This is an optimization exercise on Yosys and OpenROAD, whose aim is small area, a short achievable clock period and few clock cycles per item, not a production implementation. Where RTL was checked, it was by simulation tests only, not by an equivalence proof against the original. Power figures rest on the tool's default switching activity, not on a simulated workload.

==> flow/design.v (excerpt) <==
module Complex_Multiplier (
	input clk,
	input rst,
	input signed  [7:0] Re_in_1,
	input signed  [7:0] Im_in_1,
	input signed  [7:0] Re_in_2,
	input signed  [7:0] Im_in_2,
	input signed  [1:0] data_valid_in,
	output signed [15:0] Re_out,
	output signed [15:0] Im_out,
	output signed [1:0] data_valid_out
);
For scale: ~70 I/O pins.
Settings: LEC_CHECK=0, CAP_MARGIN=20, CORE_MARGIN=2, CORE_UTILIZATION=60, CTS_BUF_LIST=sky130_fd_sc_hd__clkbuf_4 sky130_fd_sc_hd__clkbuf_8, SLEW_MARGIN=20, SYNTH_HIERARCHICAL=1; clock period 5.0 ns.
standard.sh (not shown) runs the stock make flow with config.mk's settings and CLKGATE_MAP_FILE= SYNTH_SCRIPT=/design/flow/synth_recipe.tcl, a recipe that flattens the netlist after the stock synthesis.
==> flow/flow/run.sh <==
#!/bin/bash
# The standard ORFS flow (standard.sh) with these changes:
#  - port buffers are sky130_fd_sc_hd__buf_2 cells instead of the default
#    delay buffers;
#  - before floorplanning, combinational cells start at drive strength 1
#    (flow/downsize.tcl); the flow's repair steps upsize where needed;
#  - extra make variables, one per line, from flow/make_args.txt if present.
# Each tool's log stays under orfs/logs/; make's own output goes to run_make.log.
set -euo pipefail
here=$(pwd)
extra=()
if [[ -f flow/make_args.txt ]]; then
  while IFS= read -r line; do
    [[ -n "$line" ]] && extra+=("$line")
  done < flow/make_args.txt
fi
bash standard.sh \
  "BUFFER_PORTS_ARGS=-buffer_cell sky130_fd_sc_hd__buf_2" \
  "PRE_FLOORPLAN_TCL=$here/flow/downsize.tcl" \
  "${extra[@]}" \
  finish > run_make.log 2>&1
==> flow/flow/downsize.tcl <==
# PRE_FLOORPLAN hook: start every combinational cell of the synthesized netlist
# at drive strength 1; the flow's own repair steps upsize cells where timing
# or slew needs it. Flip-flops keep the cell synthesis gave them.
set n_down 0
foreach inst [get_cells *] {
  set ref [get_property $inst ref_name]
  if { [regexp {^(sky130_fd_sc_hd__[a-z0-9]+)_([0-9]+)$} $ref -> base size] } {
    if { $size <= 1 || [string match "*__df*" $base] || [string match "*__conb*" $base] } {
      continue
    }
    set cand [get_lib_cells -quiet */${base}_1]
    if { [llength $cand] > 0 } {
      replace_cell $inst [lindex $cand 0]
      incr n_down
    }
  }
}
puts "downsize.tcl: $n_down cells set to drive strength 1"
The first run passed the timing, design-rule and antenna checks.
Then changed:
--- a/flow/config.mk
+++ b/flow/config.mk
@@ -10,4 +10,6 @@
 export CORE_UTILIZATION = 60
 export CTS_BUF_LIST = sky130_fd_sc_hd__clkbuf_4 sky130_fd_sc_hd__clkbuf_8
+export PLACE_DENSITY = 0.8
+export SETUP_SLACK_MARGIN = 1.2
 export SLEW_MARGIN = 20
 export SYNTH_HIERARCHICAL = 1
=> Cell area grows by 3.2%. Via count grows by 3.4%. Worst setup slack improved by 570 ps. Flip-flop and latch count stays the same. Synthesized cell count does not change. Core utilization grows by 2.2 points. Wire length grows by 4.2%. Final cell count grows by 0.87%.
Then changed:
--- a/flow/config.mk
+++ b/flow/config.mk
@@ -8,7 +8,7 @@
 export CAP_MARGIN = 20
 export CORE_MARGIN = 2
-export CORE_UTILIZATION = 60
+export CORE_UTILIZATION = 45
 export CTS_BUF_LIST = sky130_fd_sc_hd__clkbuf_4 sky130_fd_sc_hd__clkbuf_8
-export PLACE_DENSITY = 0.8
+export PLACE_DENSITY = 0.75
 export SETUP_SLACK_MARGIN = 1.2
 export SLEW_MARGIN = 20
After rerunning:
- total power drops by 5.0%
- synthesized cell count does not change
- non-clock buffer count increases by 5
- via count shrinks by 2.1%
- clock-buffer cell count goes up by 3
- global-route usage came out lower by 10 points
- hold slack gets better by 15 ps
- final area rises by 0.98%
- maximum frequency barely changes
- combinational power drops by about 3%
- sequential power is about the same
Then changed:
--- a/flow/flow/run.sh
+++ b/flow/flow/run.sh
@@ -1,5 +1,5 @@
 #!/bin/bash
 # The standard ORFS flow (standard.sh) with these changes:
-#  - port buffers are sky130_fd_sc_hd__buf_2 cells instead of the default
+#  - port buffers are sky130_fd_sc_hd__buf_1 cells instead of the default
 #    delay buffers;
 #  - before floorplanning, combinational cells start at drive strength 1
@@ -16,5 +16,5 @@
 fi
 bash standard.sh \
-  "BUFFER_PORTS_ARGS=-buffer_cell sky130_fd_sc_hd__buf_2" \
+  "BUFFER_PORTS_ARGS=-buffer_cell sky130_fd_sc_hd__buf_1" \
   "PRE_FLOORPLAN_TCL=$here/flow/downsize.tcl" \
   "${extra[@]}" \
--- a/flow/config.mk
+++ b/flow/config.mk
@@ -8,7 +8,6 @@
 export CAP_MARGIN = 20
 export CORE_MARGIN = 2
-export CORE_UTILIZATION = 45
+export CORE_UTILIZATION = 60
 export CTS_BUF_LIST = sky130_fd_sc_hd__clkbuf_4 sky130_fd_sc_hd__clkbuf_8
-export PLACE_DENSITY = 0.75
 export SETUP_SLACK_MARGIN = 1.2
 export SLEW_MARGIN = 20
Result: Non-clock buffer count came out higher by 21; die area came out lower by 24%; worst hold slack is worse by 23 ps; total power came out higher by 2.7%; wire length came out higher by 8.5%; setup slack is worse by 19 ps.
No functional check of the RTL was part of any run of this note.

---

Complex_Multiplier, a different RTL version from the one above (not shown whole).
For scale: roughly 680 cells after synthesis, roughly 70 I/O pins.
export LEC_CHECK = 0
export CAP_MARGIN = 20
export CORE_MARGIN = 2
export CORE_UTILIZATION = 60
export CTS_BUF_LIST = sky130_fd_sc_hd__clkbuf_4 sky130_fd_sc_hd__clkbuf_8
export SETUP_SLACK_MARGIN = 1.2
export SLEW_MARGIN = 20
export SYNTH_HIERARCHICAL = 1
create_clock -name core_clock -period 5.0 [get_ports {clk}]
==> flow/flow/run.sh <==
#!/bin/bash
# The standard ORFS flow (standard.sh) with two changes:
#  - port buffers are sky130_fd_sc_hd__buf_2 cells instead of the default
#    delay buffers;
#  - before floorplanning, combinational cells start at drive strength 1
#    (flow/downsize.tcl); the flow's repair steps upsize where needed.
# Each tool's log stays under orfs/logs/; make's own output goes to run_make.log.
set -euo pipefail
here=$(pwd)
bash standard.sh \
  "BUFFER_PORTS_ARGS=-buffer_cell sky130_fd_sc_hd__buf_2" \
  "PRE_FLOORPLAN_TCL=$here/flow/downsize.tcl" \
  finish > run_make.log 2>&1
Scripts as last shown in full above: flow/flow/downsize.tcl
Testbench counts at the start, summed over its fixed seeds: cycles 2,400, items 2,400.
Rerun with:
--- a/flow/config.mk
+++ b/flow/config.mk
@@ -8,5 +8,5 @@
 export CAP_MARGIN = 20
 export CORE_MARGIN = 2
-export CORE_UTILIZATION = 60
+export CORE_UTILIZATION = 40
 export CTS_BUF_LIST = sky130_fd_sc_hd__clkbuf_4 sky130_fd_sc_hd__clkbuf_8
 export SETUP_SLACK_MARGIN = 1.2
After rerunning: Cell area climbs by 2.3%; setup slack loses 0.013 ns; non-clock buffer count goes up by 7; wire length climbs by about 2%; first-iteration DRC count climbs by about 2.4%; hold slack is better by 0.012 ns; cell count came out higher by 9.6%; clock-buffer cell count grows by 5.
Rerun with:
==> flow/flow/run.sh (replaced) <==
#!/bin/bash
# The standard ORFS flow (standard.sh) with these changes:
#  - port buffers are sky130_fd_sc_hd__buf_2 cells instead of the default
#    delay buffers;
#  - before floorplanning, combinational cells start at drive strength 1
#    (flow/downsize.tcl); the flow's repair steps upsize where needed;
#  - extra make variables, one per line, from flow/make_args.txt if present.
# Each tool's log stays under orfs/logs/; make's own output goes to run_make.log.
set -euo pipefail
here=$(pwd)
extra=()
if [[ -f flow/make_args.txt ]]; then
  while IFS= read -r line; do
    [[ -n "$line" ]] && extra+=("$line")
  done < flow/make_args.txt
fi
bash standard.sh \
  "BUFFER_PORTS_ARGS=-buffer_cell sky130_fd_sc_hd__buf_2" \
  "PRE_FLOORPLAN_TCL=$here/flow/downsize.tcl" \
  "${extra[@]}" \
  finish > run_make.log 2>&1
--- a/flow/config.mk
+++ b/flow/config.mk
@@ -8,6 +8,6 @@
 export CAP_MARGIN = 20
 export CORE_MARGIN = 2
-export CORE_UTILIZATION = 40
-export CTS_BUF_LIST = sky130_fd_sc_hd__clkbuf_4 sky130_fd_sc_hd__clkbuf_8
+export CORE_UTILIZATION = 60
+export CTS_BUF_LIST = sky130_fd_sc_hd__clkbuf_8
 export SETUP_SLACK_MARGIN = 1.2
 export SLEW_MARGIN = 20
What happened: Via count went up slightly; total power increases slightly; global-route usage rises by 10 points; die area came out lower by a quarter to a third; count of clock-buffer cells in the layout went down by 5; utilization came out higher by 22 points; wire length falls slightly.

---

== before ==
Complex_Multiplier, a different RTL version from the one above (not shown whole).
Size: ~70 I/O pins.
export LEC_CHECK = 0
export CAP_MARGIN = 20
export CORE_MARGIN = 2
export CORE_UTILIZATION = 60
export CTS_BUF_LIST = sky130_fd_sc_hd__clkbuf_4 sky130_fd_sc_hd__clkbuf_8
export CTS_CLUSTER_DIAMETER = 80
export CTS_CLUSTER_SIZE = 30
export SETUP_SLACK_MARGIN = 1.2
export SLEW_MARGIN = 20
export SYNTH_HIERARCHICAL = 1
create_clock -name core_clock -period 5.0 [get_ports {clk}]
==> flow/flow/run.sh <==
#!/bin/bash
# The standard ORFS flow (standard.sh) with two changes:
#  - port buffers are sky130_fd_sc_hd__buf_2 cells instead of the default
#    delay buffers;
#  - before floorplanning, combinational cells start at drive strength 1
#    (flow/downsize.tcl); the flow's repair steps upsize where needed.
# Each tool's log stays under orfs/logs/; make's own output goes to run_make.log.
set -euo pipefail
here=$(pwd)
bash standard.sh \
  "BUFFER_PORTS_ARGS=-buffer_cell sky130_fd_sc_hd__buf_2" \
  "PRE_FLOORPLAN_TCL=$here/flow/downsize.tcl" \
  finish > run_make.log 2>&1
Scripts as last shown in full above: flow/flow/downsize.tcl
### before -> after
- a deleted CTS_CLUSTER_SIZE that had been 30
- a deleted CTS_CLUSTER_DIAMETER that had been 80
## What came out
Comparing before against after, there is no change at all in final worst hold slack.
On flip-flop and latch count, before and after are basically level.
On logic gate share of total power, before and after are neck and neck.
Comparing after against before, there is no change at all in non-clock buffer share of cell area.
Delta (after minus before): data arrival time at the worst-slack endpoint stayed essentially flat; worst hold path cell count closely matched the old numbers; core utilization stayed essentially flat.
Reported for before and after, global-route usage turned out identical to the last digit.
Function was not checked in any run of this note: the RTL went through the layout flow alone.

==> port drivers added, routing unchanged <==
No port has a modelled driver above. Below, the same layouts with a new extraction and two added sets of constraints. Step 1 sets driving cells, clkbuf_16 on the clock port and buf_2 on the other inputs (assumed; they add their load-dependent delay and slew). Step 2 adds t to the input delays and takes it off the output delays; t is the mean of the earliest and latest rising clock arrival at the registers after step 1. Input paths then give back, and output paths get back, about the clock's delay inside the block. Slacks: no drivers / after step 1 / after step 2; pairs: no drivers / after step 1.
run | shift t [ns] | slack for setup (ns) | hold slack, ns | worst setup path after step 2 | clock arrival spread, ns
the first run of note 1 | 0.388 | 0.718 / 0.730 / 0.342 | 0.789 / 0.775 / 1.163 | input to register | 0.010 / 0.010
the second run of note 1 | 0.395 | 1.285 / 1.293 / 0.898 | 0.785 / 0.782 / 1.177 | input to register | 0.007 / 0.006
the third run of note 1 | 0.386 | 1.292 / 1.277 / 0.891 | 0.800 / 0.791 / 1.176 | input to register | 0.007 / 0.007
the fourth run of note 1 | 0.399 | 1.273 / 1.271 / 0.872 | 0.777 / 0.769 / 1.168 | input to register | 0.009 / 0.008
the first run of note 2 | 0.398 | 1.290 / 1.292 / 0.894 | 0.775 / 0.761 / 1.159 | input to register | 0.010 / 0.010
the second run of note 2 | 0.394 | 1.276 / 1.279 / 0.885 | 0.787 / 0.777 / 1.170 | input to register | 0.011 / 0.011
the third run of note 2 | 0.398 | 1.290 / 1.292 / 0.894 | 0.775 / 0.761 / 1.159 | input to register | 0.010 / 0.010
before | 0.401 | 1.284 / 1.287 / 0.886 | 0.784 / 0.768 / 1.169 | input to register | 0.012 / 0.012
after | 0.401 | 1.284 / 1.287 / 0.886 | 0.784 / 0.768 / 1.169 | input to register | 0.012 / 0.012
After both steps every run listed still meets setup and hold.
